Context: an optimization exercise on an open-source flow, tuned for small area. The choices shown serve that exercise and are no tape-out recipe.
In this exercise RTL edits were held to simulation tests only and were not proved equivalent to the original.
The flow treats the clock pin as an ideal source, which a real chip does not have.
Power is estimated from default activity; no workload was simulated.

## ControlUnit
module ControlUnit (
    input  wire        clk,
    input  wire [31:0] data_in,
    output wire [31:0] data_out
);
export LEC_CHECK = 0
export CAP_MARGIN = 20
export CORE_MARGIN = 2
export CORE_UTILIZATION = 40
export PLACE_DENSITY_LB_ADDON = 0.1
export SLEW_MARGIN = 20
create_clock -name core_clock -period 200.0 [get_ports {clk}]
run.sh (not shown) runs the stock make flow with config.mk's settings and CLKGATE_MAP_FILE= SYNTH_SCRIPT=/design/flow/synth_recipe.tcl, a recipe that flattens the netlist after the stock synthesis.
Change:
--- a/flow/config.mk
+++ b/flow/config.mk
@@ -9,4 +9,7 @@
 export CORE_MARGIN = 2
 export CORE_UTILIZATION = 40
+export CTS_BUF_LIST = sky130_fd_sc_hd__clkbuf_4
+export CTS_CLUSTER_DIAMETER = 100
+export CTS_CLUSTER_SIZE = 30
 export PLACE_DENSITY_LB_ADDON = 0.1
 export SLEW_MARGIN = 20
Effect:
- The changed run produced a clean layout
- total power fell by a few percent
- global-route usage barely changes
- count of clock-buffer cells in the layout goes down by 1
- first-iteration DRC count is higher by about a fifth
- combinational power barely changes
- worst setup slack is better by 0.082 ns
- synthesized cell count does not change
Change:
--- a/flow/config.mk
+++ b/flow/config.mk
@@ -6,10 +6,8 @@
 export NUM_CORES = 8
 export LEC_CHECK = 0
+export ABC_AREA = 1
 export CAP_MARGIN = 20
 export CORE_MARGIN = 2
 export CORE_UTILIZATION = 40
-export CTS_BUF_LIST = sky130_fd_sc_hd__clkbuf_4
-export CTS_CLUSTER_DIAMETER = 100
-export CTS_CLUSTER_SIZE = 30
 export PLACE_DENSITY_LB_ADDON = 0.1
 export SLEW_MARGIN = 20
Outcome: Non-clock buffer count shrinks by 1; setup slack gains 0.051 ns; hold slack is worse by 0.0052 ns; wire length grows by a little under a tenth; die area rises by a few percent.


ControlUnit, a different RTL version from the one above (not shown whole).
Size in the first run: roughly 61 flip-flops, roughly 65 I/O pins.
Design ControlUnit, start of the top module:
module ControlUnit (
    input  wire        clk,
    input  wire [31:0] data_in,
    output wire [31:0] data_out
);
Settings: LEC_CHECK=0, CAP_MARGIN=20, CORE_MARGIN=2, CORE_UTILIZATION=70, PLACE_DENSITY=0.85, SLEW_MARGIN=20; clock period 200.0 ns.
standard.sh (not shown) runs the stock make flow with config.mk's settings and CLKGATE_MAP_FILE= SYNTH_SCRIPT=/design/flow/synth_recipe.tcl, a recipe that flattens the netlist after the stock synthesis.
==> flow/flow/run.sh <==
#!/bin/bash
# Own layout flow: the standard ORFS flow (the standard.sh), with
#  - synthesis: ORFS's synth.tcl, only the ABC script replaced by flow/area.abc
#  - 1x port buffers, one tie cell per constant, no timing-driven placement
#    buffers, and a small clock tree without dummy loads.
set -euo pipefail
W=$(pwd)
F=$W/flow
sed 's#^source \$::env(SCRIPTS_DIR)/synth_preamble.tcl#source $::env(SCRIPTS_DIR)/synth_preamble.tcl\nlset abc_args 1 '"$F"'/area.abc#' \
    "$FLOW_HOME/scripts/synth.tcl" > "$W/own_synth.tcl"
grep -q "lset abc_args 1" "$W/own_synth.tcl"
sed 's#\$::env(SCRIPTS_DIR)/synth.tcl#'"$W"'/own_synth.tcl#' "$W/synth_recipe.tcl" > "$W/own_synth_recipe.tcl"
grep -q own_synth.tcl "$W/own_synth_recipe.tcl"
bash "$W/standard.sh" \
    SYNTH_SCRIPT="$W/own_synth_recipe.tcl" \
    BUFFER_PORTS_ARGS="-buffer_cell sky130_fd_sc_hd__buf_1" \
    SKIP_REPAIR_TIE_FANOUT=1 \
    REMOVE_ABC_BUFFERS=1 \
    SYNTH_HIERARCHICAL=1 \
    GPL_TIMING_DRIVEN=0 \
    CTS_ARGS="-sink_clustering_enable -repair_clock_nets -dont_use_dummy_load -buf_list sky130_fd_sc_hd__clkbuf_2" \
    POST_CTS_TCL="$F/post_cts.tcl" \
    finish > "$W/own_flow.log" 2>&1
==> flow/flow/area.abc <==
strash
&get -n
&deepsyn -T 120 -S 2
&put
dch -f
amap
strash
dch -f
amap
==> flow/flow/post_cts.tcl <==
proc own_fix_clock_slew {target} {
  set sizes {sky130_fd_sc_hd__clkbuf_1 sky130_fd_sc_hd__clkbuf_2 sky130_fd_sc_hd__clkbuf_4 sky130_fd_sc_hd__clkbuf_8 sky130_fd_sc_hd__clkbuf_16}
  for {set pass 0} {$pass < 8} {incr pass} {
    estimate_parasitics -placement
    set todo {}
    foreach pin [get_pins -hierarchical */CLK] {
      if {[get_property $pin slew_max] > $target} {
        set net [get_nets -of_objects $pin]
        foreach drv [get_pins -of_objects $net -filter "direction == output"] {
          set name [get_full_name [get_cells -of_objects $drv]]
          if {[lsearch $todo $name] < 0} { lappend todo $name }
        }
      }
    }
    set changed 0
    foreach name $todo {
      set inst [get_cells $name]
      set master [get_property $inst ref_name]
      set idx [lsearch $sizes $master]
      if {$idx >= 0 && $idx < [llength $sizes] - 1} {
        puts "own_fix_clock_slew: $name $master -> [lindex $sizes [expr {$idx + 1}]]"
        replace_cell $inst [lindex $sizes [expr {$idx + 1}]]
        set changed 1
      }
    }
    if {!$changed} break
  }
  detailed_placement
  check_placement -verbose
  estimate_parasitics -placement
}
own_fix_clock_slew 0.09
Change:
--- a/flow/flow/post_cts.tcl
+++ b/flow/flow/post_cts.tcl
@@ -30,3 +30,3 @@
   estimate_parasitics -placement
 }
-own_fix_clock_slew 0.09
+own_fix_clock_slew 0.10
Settings changed: CORE_UTILIZATION 70 to 85, PLACE_DENSITY 0.85 to 0.92.
After rerunning: Hold slack degrades by 0.0042 ns. Cell area decreases by 0.95%. Sequential share of layout area went up by 0.37 points. Total power goes up by 3.5%. Critical path depth rose by 1. Clock-buffer cell count does not change.
Change:
Settings changed: CORE_UTILIZATION 85 to 70, PLACE_DENSITY 0.92 to 0.85.
=> Design area barely changes. Wire length goes down by about 30%. Sequential cell count stays the same. Final cell count goes up by 1.3%. Power goes down by about 6%. Global-route usage goes down by 24 points. Clock-buffer cell count does not change. Fmax goes up by about 1.6%.
Change:
Settings changed: CORE_UTILIZATION 70 to 60, PLACE_DENSITY 0.85 to 0.75.
Effect: Synthesized cell count does not change; count of clock-buffer cells in the layout does not change; worst setup slack gains 0.027 ns; fmax stays flat; area after synthesis stays the same; routed wire length drops by a few percent.

==> what the ideal ports hide <==
No port has a modelled driver above. Below, the same layouts with a new extraction and two added sets of constraints.
Step 1, drivers: a clkbuf_16 drives clk and a buf_2 each remaining input, both assumed.
Step 2, shift: input delay + t, output delay - t, t = (earliest + latest rising clock arrival at the registers) / 2. This alone moves slack from input paths to output paths.
a / b / c = ideal ports / drivers / drivers and shift; a / b = the first two.
run	shift t [ns]	setup slack, ns	latest minus earliest clock arrival (ns)	worst slew at a driven data input, ns
the first run of note 1	0.370	151.010 / 151.014 / 150.644	0.015 / 0.014	0.03
the second run of note 1	0.438	151.092 / 151.099 / 150.661	0.016 / 0.016	0.03
the third run of note 1	0.381	151.143 / 151.159 / 150.779	0.013 / 0.013	0.04
the first run of note 2	0.537	150.373 / 150.377 / 149.840	0.024 / 0.024	0.03
the second run of note 2	0.552	149.627 / 149.630 / 149.077	0.021 / 0.021	0.06
the third run of note 2	0.514	150.416 / 150.421 / 149.907	0.020 / 0.020	0.03
the fourth run of note 2	0.486	150.443 / 150.445 / 149.959	0.042 / 0.042	0.04
After both steps setup and hold are still met in every run listed. The setup slack of the second run of note 2, which loses most, moves by +0.003 ns with the drivers and by -0.550 ns with both steps.
